This design comes from an exercise in tuning for small area and a short achievable clock period on the open sky130 flow, not from production work.
The RTL was checked by simulation tests, not by an equivalence proof against the original design.
Power is estimated from default activity; no workload was simulated.

==> flow/design.v <==
module Calculator #(parameter W = 8) (clk, Ain, Bin, s0, s1, ALUout, sel, Reset);
    input clk;
    input [W-1:0] Ain, Bin;
    input [1:0] sel;
    input s0, s1, Reset;
    output [2*W:0] ALUout;
    reg [2*W:0] ALUout;
    wire [7:0] q;
    wire [8:0] b2 = {Bin, 1'b0};
    wire [9:0] b3 = {1'b0, b2} + {2'b00, Bin};
    wire [1:0] t6 = Ain[7:6];
    wire [2:0] d1_6 = {1'b0, t6[1:0]} - {1'b0, Bin[1:0]};
    wire c1_6 = ~d1_6[2] & ~|Bin[7:2];
    wire [2:0] d2_6 = {1'b0, t6[1:0]} - {1'b0, b2[1:0]};
    wire c2_6 = ~d2_6[2] & ~|b2[8:2];
    wire [2:0] d3_6 = {1'b0, t6[1:0]} - {1'b0, b3[1:0]};
    wire c3_6 = ~d3_6[2] & ~|b3[9:2];
    assign q[7] = c2_6;
    assign q[6] = c3_6 | (c1_6 & ~c2_6);
    wire [1:0] r6 = c3_6 ? d3_6[1:0] : c2_6 ? d2_6[1:0] : c1_6 ? d1_6[1:0] : t6[1:0];
    wire [3:0] t4 = {r6, Ain[5:4]};
    wire [4:0] d1_4 = {1'b0, t4[3:0]} - {1'b0, Bin[3:0]};
    wire c1_4 = ~d1_4[4] & ~|Bin[7:4];
    wire [4:0] d2_4 = {1'b0, t4[3:0]} - {1'b0, b2[3:0]};
    wire c2_4 = ~d2_4[4] & ~|b2[8:4];
    wire [4:0] d3_4 = {1'b0, t4[3:0]} - {1'b0, b3[3:0]};
    wire c3_4 = ~d3_4[4] & ~|b3[9:4];
    assign q[5] = c2_4;
    assign q[4] = c3_4 | (c1_4 & ~c2_4);
    wire [3:0] r4 = c3_4 ? d3_4[3:0] : c2_4 ? d2_4[3:0] : c1_4 ? d1_4[3:0] : t4[3:0];
    wire [5:0] t2 = {r4, Ain[3:2]};
    wire [6:0] d1_2 = {1'b0, t2[5:0]} - {1'b0, Bin[5:0]};
    wire c1_2 = ~d1_2[6] & ~|Bin[7:6];
    wire [6:0] d2_2 = {1'b0, t2[5:0]} - {1'b0, b2[5:0]};
    wire c2_2 = ~d2_2[6] & ~|b2[8:6];
    wire [6:0] d3_2 = {1'b0, t2[5:0]} - {1'b0, b3[5:0]};
    wire c3_2 = ~d3_2[6] & ~|b3[9:6];
    assign q[3] = c2_2;
    assign q[2] = c3_2 | (c1_2 & ~c2_2);
    wire [5:0] r2 = c3_2 ? d3_2[5:0] : c2_2 ? d2_2[5:0] : c1_2 ? d1_2[5:0] : t2[5:0];
    wire [7:0] t0 = {r2, Ain[1:0]};
    wire [8:0] d1_0 = {1'b0, t0[7:0]} - {1'b0, Bin[7:0]};
    wire c1_0 = ~d1_0[8];
    wire [8:0] d2_0 = {1'b0, t0[7:0]} - {1'b0, b2[7:0]};
    wire c2_0 = ~d2_0[8] & ~|b2[8:8];
    wire [8:0] d3_0 = {1'b0, t0[7:0]} - {1'b0, b3[7:0]};
    wire c3_0 = ~d3_0[8] & ~|b3[9:8];
    assign q[1] = c2_0;
    assign q[0] = c3_0 | (c1_0 & ~c2_0);
    wire [15:0] prod = Ain * Bin;
    wire m = s0 ^ s1;
    wire [9:0] avs = {2'b00, Ain} + ({2'b00, Bin} ^ {10{m}}) + {9'd0, m};
    wire e_add = ~Reset & (sel == 2'b00);
    wire e_mul = ~Reset & (sel == 2'b01);
    wire e_div = ~Reset & (sel == 2'b10);
    wire e_gry = ~Reset & (sel == 2'b11);
    wire [15:0] v = ({16{e_add}} & {{6{avs[9]}}, avs})
                  | ({16{e_mul}} & prod)
                  | ({16{e_div}} & {8'd0, q})
                  | ({16{e_gry}} & {8'd0, Ain ^ (Ain >> 1)});
    wire n = (e_add & s0) | ((e_mul | e_div) & m);
    wire [15:0] r = (v ^ {16{n}}) + {15'd0, n};
    wire f = ((e_add | e_div) & r[15]) | (e_add & s0 & s1) | (e_mul & m);
    always @(posedge clk)
        ALUout <= {f, r};
endmodule
clock: 40.0 ns
lec_check: 0
abc_area: 1
cap_margin: 20
core_margin: 2
core_utilization: 40
cts_buf_list: sky130_fd_sc_hd__clkbuf_4
slew_margin: 20
standard.sh (not shown) runs the stock make flow with config.mk's settings and CLKGATE_MAP_FILE= SYNTH_SCRIPT=/design/flow/synth_recipe.tcl, a recipe that flattens the netlist after the stock synthesis.
==> flow/flow/run.sh <==
#!/bin/bash
# Layout flow: the standard synthesis (bash standard.sh synth); then the combinational
# logic between its registers is mapped again by ABC without the full/half-adder cells,
# once per script flow/abc_*.abc (deepsyn with different seeds); the registers, their
# names and cell types are kept. The mapping with the smallest area x arrival time
# (OpenSTA on the netlist, no wires) is laid out by the standard flow from floorplan
# on, with buf_4 port buffers on the inputs and buf_1 on the outputs (flow/buffer_ports.tcl). Each tool's output goes to a log_*
# file in the work folder.
set -euo pipefail
W=$(pwd)
R=$W/orfs/results/$FLOW_PLATFORM/Calculator/base
LIB=$FLOW_HOME/platforms/$FLOW_PLATFORM/lib/sky130_fd_sc_hd__tt_025C_1v80.lib

bash standard.sh synth > $W/log_synth_std.txt 2>&1
cp $R/1_2_yosys.v $W/std_synth.v
mkdir -p $W/resynth

DU="-dont_use *clkbuf* -dont_use *probe* -dont_use *lpflow* -dont_use *dlygate* -dont_use *clkdly* -dont_use *buf_16* -dont_use *fa_* -dont_use *ha_*"
for S in $W/flow/abc_*.abc; do
  T=$(basename $S .abc)
  cat > $W/resynth/$T.ys <<Y
read_liberty -ignore_miss_func $LIB
read_verilog $W/std_synth.v
hierarchy -top $FLOW_TOP
setattr -mod -set keep_hierarchy 1 sky130_fd_sc_hd__dfxtp_1
flatten
select $FLOW_TOP
opt -purge
abc -liberty $LIB $DU -script $S
opt_clean -purge
hilomap -singleton -hicell sky130_fd_sc_hd__conb_1 HI -locell sky130_fd_sc_hd__conb_1 LO
splitnets
opt_clean -purge
tee -o $W/resynth/$T.stat stat -liberty $LIB
write_verilog -noattr -selected $W/resynth/$T.v
Y
  cat > $W/resynth/$T.sta.tcl <<S
read_lef $FLOW_HOME/platforms/$FLOW_PLATFORM/lef/sky130_fd_sc_hd.tlef
read_lef $FLOW_HOME/platforms/$FLOW_PLATFORM/lef/sky130_fd_sc_hd_merged.lef
read_liberty $LIB
read_verilog $W/resynth/$T.v
link_design $FLOW_TOP
read_sdc $FLOW_SDC
puts "ARRIVAL [expr {$FLOW_PERIOD_NS - [sta::worst_slack_cmd max] * 1e9}]"
S
done
ls $W/resynth/*.ys | xargs -P ${NUM_CORES:-4} -I{} sh -c 'yosys -s {} > {}.log 2>&1'
best=""; bestv=""
for S in $W/flow/abc_*.abc; do
  T=$(basename $S .abc)
  [[ -f $W/resynth/$T.v ]] || continue
  openroad -no_init -exit $W/resynth/$T.sta.tcl > $W/resynth/$T.sta.log 2>&1 || continue
  A=$(awk '/Chip area/{print $NF}' $W/resynth/$T.stat)
  D=$(awk '/^ARRIVAL/{print $2}' $W/resynth/$T.sta.log)
  [[ -n "$A" && -n "$D" ]] || continue
  V=$(python3 -c "print($A * $D)")
  echo "$T area $A arrival $D product $V" >> $W/log_resynth_pick.txt
  if [[ -z "$bestv" ]] || python3 -c "import sys; sys.exit(0 if $V < $bestv else 1)"; then best=$T; bestv=$V; fi
done
echo "picked $best" >> $W/log_resynth_pick.txt
cp $W/resynth/$best.v $R/1_2_yosys.v
rm -f $R/1_synth.odb $R/1_synth.sdc
bash standard.sh synth > $W/log_synth_odb.txt 2>&1
bash standard.sh DONT_BUFFER_PORTS=1 PRE_GLOBAL_PLACE_TCL=$W/flow/buffer_ports.tcl finish > $W/log_finish.txt 2>&1
==> flow/flow/buffer_ports.tcl <==
# Port buffers: buf_4 on the inputs (they fan out widely), buf_1 on the outputs
# (each drives one output pin from a register). Every port still gets its buffer.
buffer_ports -inputs -buffer_cell sky130_fd_sc_hd__buf_4
buffer_ports -outputs -buffer_cell sky130_fd_sc_hd__buf_1
Other scripts of this flow, unchanged in this note and not shown: flow/flow/abc_s0.abc
Rerun with:
--- a/flow/flow/run.sh
+++ b/flow/flow/run.sh
@@ -7 +7 @@
-# on, with buf_4 port buffers on the inputs and buf_1 on the outputs (flow/buffer_ports.tcl). Each tool's output goes to a log_*
+# on, with the port buffers made of buf_4 cells. Each tool's output goes to a log_*
@@ -64 +64 @@
-bash standard.sh DONT_BUFFER_PORTS=1 PRE_GLOBAL_PLACE_TCL=$W/flow/buffer_ports.tcl finish > $W/log_finish.txt 2>&1
+bash standard.sh "BUFFER_PORTS_ARGS=-buffer_cell sky130_fd_sc_hd__buf_4" finish > $W/log_finish.txt 2>&1
==> flow/flow/abc_s1.abc (new file) <==
strash
&get -n
&deepsyn -I 1 -J 50 -S 1
&put
strash
dc2
dch -f
map -B 0.9
strash
dc2
dch -f
map -B 0.9
strash
dch -f
map -B 0.9
topo
stime -c
buffer -c
upsize -c
dnsize -c
==> flow/flow/abc_s2.abc (new file) <==
strash
&get -n
&deepsyn -I 1 -J 50 -S 2
&put
strash
dc2
dch -f
map -B 0.9
strash
dc2
dch -f
map -B 0.9
strash
dch -f
map -B 0.9
topo
stime -c
buffer -c
upsize -c
dnsize -c
==> flow/flow/abc_s3.abc (new file) <==
strash
&get -n
&deepsyn -I 1 -J 50 -S 3
&put
strash
dc2
dch -f
map -B 0.9
strash
dc2
dch -f
map -B 0.9
strash
dch -f
map -B 0.9
topo
stime -c
buffer -c
upsize -c
dnsize -c
==> flow/flow/abc_s4.abc (new file) <==
strash
&get -n
&deepsyn -I 1 -J 50 -S 4
&put
strash
dc2
dch -f
map -B 0.9
strash
dc2
dch -f
map -B 0.9
strash
dch -f
map -B 0.9
topo
stime -c
buffer -c
upsize -c
dnsize -c
==> flow/flow/abc_s5.abc (new file) <==
strash
&get -n
&deepsyn -I 1 -J 50 -S 5
&put
strash
dc2
dch -f
map -B 0.9
strash
dc2
dch -f
map -B 0.9
strash
dch -f
map -B 0.9
topo
stime -c
buffer -c
upsize -c
dnsize -c
==> flow/flow/abc_s6.abc (new file) <==
strash
&get -n
&deepsyn -I 1 -J 50 -S 6
&put
strash
dc2
dch -f
map -B 0.9
strash
dc2
dch -f
map -B 0.9
strash
dch -f
map -B 0.9
topo
stime -c
buffer -c
upsize -c
dnsize -c
==> flow/flow/abc_s7.abc (new file) <==
strash
&get -n
&deepsyn -I 1 -J 50 -S 7
&put
strash
dc2
dch -f
map -B 0.9
strash
dc2
dch -f
map -B 0.9
strash
dch -f
map -B 0.9
topo
stime -c
buffer -c
upsize -c
dnsize -c
Settings changed: CTS_BUF_LIST sky130_fd_sc_hd__clkbuf_4 to unset.
removed: flow/flow/buffer_ports.tcl
What happened: Sequential power drops by roughly a tenth; synthesized area does not change; worst setup slack loses 0.40 ns.
Rerun with:
--- a/flow/flow/run.sh
+++ b/flow/flow/run.sh
@@ -7 +7 @@
-# on, with the port buffers made of buf_4 cells. Each tool's output goes to a log_*
+# on, with buf_4 port buffers on the inputs and buf_1 on the outputs (flow/buffer_ports.tcl). Each tool's output goes to a log_*
@@ -64 +64 @@
-bash standard.sh "BUFFER_PORTS_ARGS=-buffer_cell sky130_fd_sc_hd__buf_4" finish > $W/log_finish.txt 2>&1
+bash standard.sh DONT_BUFFER_PORTS=1 PRE_GLOBAL_PLACE_TCL=$W/flow/buffer_ports.tcl finish > $W/log_finish.txt 2>&1
==> flow/flow/buffer_ports.tcl (new file) <==
# Port buffers, in place of the standard flow's single buffer_ports call (run with
# DONT_BUFFER_PORTS=1 and GPL_TIMING_DRIVEN=0, so this hook does the buffer removal
# that timing-driven placement would do first): buf_4 on the inputs (they fan out
# widely), buf_1 on the outputs (each drives one output pin from a register).
# Every port still gets its buffer.
remove_buffers
buffer_ports -inputs -buffer_cell sky130_fd_sc_hd__buf_4
buffer_ports -outputs -buffer_cell sky130_fd_sc_hd__buf_1
Settings changed: CTS_BUF_LIST set to sky130_fd_sc_hd__clkbuf_4, GPL_TIMING_DRIVEN set to 0.
removed: flow/flow/abc_s1.abc
removed: flow/flow/abc_s2.abc
removed: flow/flow/abc_s3.abc
removed: flow/flow/abc_s4.abc
removed: flow/flow/abc_s5.abc
removed: flow/flow/abc_s6.abc
removed: flow/flow/abc_s7.abc
What happened: Final area came out lower by 2.3%; flip-flop and latch count is unchanged; clock power came out lower by 55%.

afterwards: timing with drivers on the ports:
No port has a modelled driver above. Below, the same layouts with a new extraction and two added sets of constraints. Step 1 assumes that a clkbuf_16 drives the clock port and a buf_2 every other input. Step 2 moves the port delays by t, midway between the first and last clock arrival at a register: inputs arrive t later, outputs are due t later. That takes back most of the time a late clock gives input paths. a / b / c = ideal ports / drivers / drivers and shift; a / b = the first two.
run	shift t [ns]	setup slack, ns	worst hold slack (ns)
the first run	0.306	28.019 / 27.598 / 27.292	7.917 / 7.952 / 8.258
the second run	0.275	27.621 / 27.627 / 27.352	8.068 / 8.064 / 8.339
the third run	0.309	27.659 / 27.655 / 27.345	8.034 / 8.038 / 8.348
After both steps setup and hold are still met in every run listed. For the first run, which loses most, drivers alone change the setup slack by -0.421 ns; drivers and shift together by -0.727 ns.
